Background: an optimization exercise with open tools, aiming at small area, a short achievable clock period and few clock cycles. Do not read the settings as production practice. The RTL was checked by simulation tests, not by an equivalence proof against the original design. No activity file was given, so power comes from the tool's default toggle rates.

## core
module core #(                              
	parameter ADDR_W = 32,
	parameter INST_W = 32,
	parameter DATA_W = 32
)(
	input                   i_clk,
	input                   i_rst_n,
	output [ ADDR_W-1 : 0 ] o_i_addr,
	input  [ INST_W-1 : 0 ] i_i_inst,
	output                  o_d_wen,
	output [ ADDR_W-1 : 0 ] o_d_addr,
	output [ DATA_W-1 : 0 ] o_d_wdata,
	input  [ DATA_W-1 : 0 ] i_d_rdata,
	output [        1 : 0 ] o_status,
	output                  o_status_valid
);
For scale: roughly 170 I/O pins, ~0.063 mm² of cells after synthesis.
clock: 12.0 ns
lec_check: 0
cap_margin: 20
core_margin: 2
core_utilization: 40
cts_cluster_diameter: 60
cts_cluster_size: 20
place_density: 0.55
setup_slack_margin: 5
slew_margin: 20
standard.sh (not shown) runs the stock make flow with config.mk's settings and CLKGATE_MAP_FILE= SYNTH_SCRIPT=/design/flow/synth_recipe.tcl, a recipe that flattens the netlist after the stock synthesis.
==> flow/flow/run.sh <==
#!/bin/bash
# Standard ORFS flow with two changes to how the layout is made:
#  - ports are buffered with buf_4 instead of the delay cell buffer_ports
#    would otherwise pick;
#  - timing repair aims for extra setup slack, so that the achieved period
#    (clock period less slack) is as short as possible.
bash standard.sh "BUFFER_PORTS_ARGS=-buffer_cell sky130_fd_sc_hd__buf_4" SETUP_SLACK_MARGIN=8.3 finish > standard.log 2>&1
The baseline completed without violations.
Testbench counts at the start, summed over its fixed seeds: cycles 30,198.
Next try:
==> flow/flow/run.sh (replaced) <==
#!/bin/bash
# Standard ORFS flow; timing repair aims for extra setup slack so that the
# achieved period (clock period less slack) is as short as possible.
bash standard.sh SETUP_SLACK_MARGIN=8.3 finish > standard.log 2>&1
Settings changed: CORE_UTILIZATION 40 to 60, PLACE_DENSITY 0.55 to 0.75.
Result: Via count increases by about 3%; combinational power decreases by 6.8%; cell area decreases by 2.9%; critical path depth decreases by 3; die area decreases by about 33%; routed wire length decreases by 11%; total power decreases by 4.9%; non-clock buffer count decreases by 8.
Next try:
Settings changed: CORE_UTILIZATION 60 to 40, PLACE_DENSITY 0.75 to 0.55.
Result: The new run produced a clean layout; clock power is higher by 12%; wire length is higher by about 13%; setup slack gets worse by 0.14 ns; first-iteration DRC count fell by 26%; non-clock buffer count climbs by 2; design area rose by about 2.7%; combinational power came out higher by about 6%; total power increases by 4.9%; global-route usage falls by 12 points; via count is lower by 3.1%; die area went up by about 50%.


The RTL this note starts from:
==> flow/design.v <==
module core #(                              
	parameter ADDR_W = 32,
	parameter INST_W = 32,
	parameter DATA_W = 32
)(
	input                   i_clk,
	input                   i_rst_n,
	output [ ADDR_W-1 : 0 ] o_i_addr,
	input  [ INST_W-1 : 0 ] i_i_inst,
	output                  o_d_wen,
	output [ ADDR_W-1 : 0 ] o_d_addr,
	output [ DATA_W-1 : 0 ] o_d_wdata,
	input  [ DATA_W-1 : 0 ] i_d_rdata,
	output [        1 : 0 ] o_status,
	output                  o_status_valid
);
reg     [31:0]  pc;          
reg             f_v;         
reg             boot;        
reg     [31:0]  sk;          
reg             sk_v;
reg     [31:0]  ir;
reg     [31:0]  r_sa, r_sb;    
reg             r_v;
reg     [31:0]  rpn;         
reg             halt;        
wire    [3:0]   r_op = ir[29:26];
wire    [4:0]   r_rs = ir[25:21];
wire    [4:0]   r_rt = ir[20:16];
wire    [4:0]   r_rd = ir[15:11];
wire    [15:0]  r_im = ir[15:0];
wire    r_lw    = (r_op == 4'd1);
wire    r_sw    = (r_op == 4'd2);
wire    r_sub   = (r_op == 4'd4);
wire    r_addi  = (r_op == 4'd5);
wire    r_or    = (r_op == 4'd6);
wire    r_xor   = (r_op == 4'd7);
wire    r_beq   = (r_op == 4'd8);
wire    r_bne   = (r_op == 4'd9);
wire    r_eof   = (r_op == 4'd10);
wire    r_br    = r_beq | r_bne;
wire    r_use_s = ~r_eof;
wire    r_use_t = ~(r_lw | r_addi | r_eof);
wire    r_wr    = r_lw | (r_op == 4'd3) | r_sub | r_addi | r_or | r_xor;
wire    r_use_im= r_lw | r_sw | r_addi;
wire    r_itype = r_lw | r_sw | r_addi | r_br;
wire    [4:0]   r_dst = (r_lw | r_addi) ? r_rt : r_rd;
reg             e_v, e_wr, e_lw, e_sw, e_sub, e_or, e_xor, e_itype, e_eof, e_arith;
reg     [4:0]   e_dst;
reg     [31:0]  e_a;
reg     [31:0]  e_y;         
reg             e_fa, e_fb, e_fy;
reg             e_beq, e_bne;
reg     [31:0]  e_tgt;       
reg     [31:0]  m_res;
reg     [31:0]  m_wdata;
reg             m_wen;
reg             m_v;
reg     [1:0]   m_status;
reg             m_wr, m_lw;
reg     [4:0]   m_dst;
reg     [31:0]  w_res;
reg             w_wr, w_lw;
reg     [4:0]   w_dst;
wire    [31:0]  rf_a, rf_b;
wire    [31:0]  w_val = w_lw ? i_d_rdata : w_res;
Register u_register (
    .i_clk  (i_clk),
    .i_rst_n(i_rst_n),
    .i_sa   (r_sa),
    .i_sb   (r_sb),
    .i_we   (w_wr),
    .i_wa   (w_dst),
    .i_wd   (w_val),
    .o_rda  (rf_a),
    .o_rdb  (rf_b)
);
wire    hit_ea = e_v & e_wr & (e_dst == r_rs);
wire    hit_eb = e_v & e_wr & (e_dst == r_rt);
wire    hit_ma = m_v & m_wr & (m_dst == r_rs);
wire    hit_mb = m_v & m_wr & (m_dst == r_rt);
wire    hit_wa = w_wr & (w_dst == r_rs);
wire    hit_wb = w_wr & (w_dst == r_rt);
wire    stall_a = r_use_s & (hit_ea ? e_lw : (hit_ma & m_lw));
wire    stall_b = r_use_t & (hit_eb ? e_lw : (hit_mb & m_lw));
wire    stall   = r_v & (stall_a | stall_b);
wire    [31:0]  r_a = hit_ma ? m_res : hit_wa ? w_val : rf_a;
wire    [31:0]  r_b = hit_mb ? m_res : hit_wb ? w_val : rf_b;
wire    [31:0]  r_tgt = rpn + {16'd0, r_im};
wire            redirect;                    
wire    issue   = ~(stall & (sk_v | f_v));
wire    r_go    = r_v & ~stall & ~halt & ~redirect;      
always @(posedge i_clk or negedge i_rst_n) begin
    if (~i_rst_n) begin
        pc   <= 32'd0;
        f_v  <= 1'b1;
        boot <= 1'b1;
        sk_v <= 1'b0;
        r_v  <= 1'b0;
        rpn  <= 32'd0;
        halt <= 1'b0;
    end
    else begin
        boot <= 1'b0;
        if (redirect) begin
            pc   <= e_tgt;
            rpn  <= e_tgt;
            f_v  <= 1'b0;
            sk_v <= 1'b0;
            r_v  <= 1'b0;
        end
        else begin
            if (issue) pc <= pc + 32'd4;
            f_v <= issue & ~boot;
            if (stall) begin
                if (~sk_v & f_v) sk_v <= 1'b1;
            end
            else begin
                sk_v <= 1'b0;
                r_v  <= sk_v | f_v;
            end
            if (~stall & (sk_v | f_v))
                rpn <= rpn + 32'd4;
        end
        if (r_go & r_eof) halt <= 1'b1;
    end
end
wire    [31:0]  nxt_inst = sk_v ? sk : i_i_inst;
always @(posedge i_clk) begin
    if (stall) begin
        if (~sk_v) sk <= i_i_inst;
    end
    else begin
        ir   <= nxt_inst;
    end
    r_sa <= 32'd1 << (stall ? r_rs : nxt_inst[25:21]);
    r_sb <= 32'd1 << (stall ? r_rt : nxt_inst[20:16]);
end
always @(posedge i_clk or negedge i_rst_n) begin
    if (~i_rst_n) begin
        e_v   <= 1'b0;
        e_wr  <= 1'b0;
        e_sw  <= 1'b0;
        e_beq <= 1'b0;
        e_bne <= 1'b0;
    end
    else begin
        e_v   <= r_go;
        e_wr  <= r_go & r_wr;
        e_sw  <= r_go & r_sw;
        e_beq <= r_go & r_beq;
        e_bne <= r_go & r_bne;
    end
end
always @(posedge i_clk) begin
    e_lw     <= r_lw;
    e_sub    <= r_sub;
    e_or     <= r_or;
    e_xor    <= r_xor;
    e_itype  <= r_itype;
    e_eof    <= r_eof;
    e_arith  <= ~(r_or | r_xor | r_br | r_eof);
    e_dst    <= r_dst;
    e_a      <= r_a;
    e_y      <= (r_use_im ? {{16{r_im[15]}}, r_im} : r_b) ^ {32{r_sub}};
    e_tgt    <= r_sw ? r_b : r_tgt;
    e_fa     <= hit_ea;
    e_fb     <= hit_eb;
    e_fy     <= hit_eb & ~r_use_im;
end
wire    [31:0]  x_a = e_fa ? m_res : e_a;
wire    [31:0]  x_b = e_fb ? m_res : e_y;
wire    [31:0]  x_sd = e_fb ? m_res : e_tgt;
wire    [31:0]  x_y = e_fy ? (m_res ^ {32{e_sub}}) : e_y;
wire    [31:0]  x_res;
wire            x_ovf;
Alu u_alu (
    .i_a        (x_a),
    .i_b        (x_b),
    .i_y        (x_y),
    .i_sub      (e_sub),
    .i_or       (e_or),
    .i_xor      (e_xor),
    .o_result   (x_res),
    .o_overflow (x_ovf)
);
wire            x_eq = (x_a == x_b);
assign  redirect = (e_beq & x_eq) | (e_bne & ~x_eq);
wire    [1:0]   x_status = e_eof ? 2'd3 : (e_arith & x_ovf) ? 2'd2 : {1'b0, e_itype};
always @(posedge i_clk or negedge i_rst_n) begin
    if (~i_rst_n) begin
        m_v   <= 1'b0;
        m_wen <= 1'b0;
        m_wr  <= 1'b0;
        w_wr  <= 1'b0;
    end
    else begin
        m_v   <= e_v;
        m_wen <= e_sw;
        m_wr  <= e_wr;
        w_wr  <= m_wr;
    end
end
always @(posedge i_clk) begin
    m_res    <= x_res;
    m_wdata  <= x_sd;
    m_status <= x_status;
    m_lw     <= e_lw;
    m_dst    <= e_dst;
    w_res    <= m_res;
    w_lw     <= m_lw;
    w_dst    <= m_dst;
end
assign  o_i_addr       = pc;
assign  o_d_wen        = m_wen;
assign  o_d_addr       = m_res;
assign  o_d_wdata      = m_wdata;
assign  o_status       = m_status;
assign  o_status_valid = m_v;
endmodule
module Register (
    input               i_clk,
    input               i_rst_n,
    input       [31:0]  i_sa,        
    input       [31:0]  i_sb,        
    input               i_we,
    input       [4:0]   i_wa,
    input       [31:0]  i_wd,
    output reg  [31:0]  o_rda,
    output reg  [31:0]  o_rdb
);
reg     [1023:0]    rf;
reg                 run;         
always @(posedge i_clk or negedge i_rst_n) begin
    if (~i_rst_n) run <= 1'b0;
    else          run <= 1'b1;
end
wire    [31:0]      wsel = (i_we ? (32'd1 << i_wa) : 32'd0) | {32{~run}};
wire    [31:0]      wd   = i_wd & {32{run}};
genvar k;
generate
    for (k = 0; k < 32; k = k + 1) begin : g_reg
        always @(posedge i_clk) begin
            if (wsel[k]) rf[32*k +: 32] <= wd;
        end
    end
endgenerate
integer j;
always @(*) begin
    o_rda = 32'd0;
    o_rdb = 32'd0;
    for (j = 0; j < 32; j = j + 1) begin
        o_rda = o_rda | ({32{i_sa[j]}} & rf[32*j +: 32]);
        o_rdb = o_rdb | ({32{i_sb[j]}} & rf[32*j +: 32]);
    end
end
endmodule
module Alu (
    input       [31:0]  i_a,
    input       [31:0]  i_b,
    input       [31:0]  i_y,
    input               i_sub,       
    input               i_or,
    input               i_xor,
    output      [31:0]  o_result,
    output              o_overflow
);
wire    [31:0]  sum = i_a + i_y + {31'd0, i_sub};
assign o_overflow = (i_a[31] == i_y[31]) & (sum[31] != i_a[31]);
assign o_result   = i_or  ? (i_a | i_b) :
                    i_xor ? (i_a ^ i_b) : sum;
endmodule
clock: 12.0 ns
lec_check: 0
cap_margin: 20
core_margin: 2
core_utilization: 50
cts_cluster_diameter: 60
cts_cluster_size: 20
place_density: 0.65
setup_slack_margin: 5
slew_margin: 20
==> flow/flow/run.sh <==
#!/bin/bash
# Standard ORFS flow with two changes to how the layout is made:
#  - ports are buffered with buf_4 instead of the delay cell buffer_ports
#    would otherwise pick;
#  - timing repair aims for extra setup slack, so that the achieved period
#    (clock period less slack) is as short as possible.
bash standard.sh "BUFFER_PORTS_ARGS=-buffer_cell sky130_fd_sc_hd__buf_4" SETUP_SLACK_MARGIN=8.4 finish > standard.log 2>&1
Testbench counts at the start, summed over its fixed seeds: cycles 30,198.
==> next run, changes <==
==> flow/flow/run.sh (replaced) <==
#!/bin/bash
# Standard ORFS flow; timing repair aims for extra setup slack so that the
# achieved period (clock period less slack) is as short as possible.
bash standard.sh SETUP_SLACK_MARGIN=8.3 finish > standard.log 2>&1
Area after synthesis does not change.
Worst hold slack is about the same.
Final area decreases by 0.80%.
Maximum frequency decreases by 0.53%.
Sequential cell count stays the same.
Die area is unchanged.
Clock-buffer cell count increases by 7.

## static timing again, ports no longer ideal
The flow's constraints put no driver on any port. The routed layouts listed below were extracted and timed again, unchanged, in two steps.
Step 1 assumes that a clkbuf_16 drives the clock port and a buf_2 every other input.
Step 2 adds t to the input delays and takes it off the output delays; t is the mean of the earliest and latest rising clock arrival at the registers after step 1. Input paths then give back, and output paths get back, about the clock's delay inside the block.
Slacks: ideal ports / drivers / drivers and shift; pairs: ideal ports / drivers.
run	t, ns	setup WS [ns]	hold WS [ns]	worst setup path after step 2
the first run of note 1	0.849	8.209 / 8.142 / 7.454	0.360 / 0.360 / 0.360	input to register
the second run of note 1	0.822	8.238 / 8.213 / 7.464	0.352 / 0.352 / 0.352	input to register
the third run of note 1	0.891	8.096 / 8.011 / 7.401	0.358 / 0.358 / 0.358	input to register
the first run of note 2	0.842	8.260 / 8.188 / 7.638	0.354 / 0.354 / 0.354	input to register
the second run of note 2	0.859	8.240 / 8.169 / 7.487	0.355 / 0.355 / 0.355	input to register
After both steps every run listed still meets setup and hold. For the second run of note 1, which loses most, drivers alone change the setup slack by -0.025 ns; drivers and shift together by -0.774 ns.
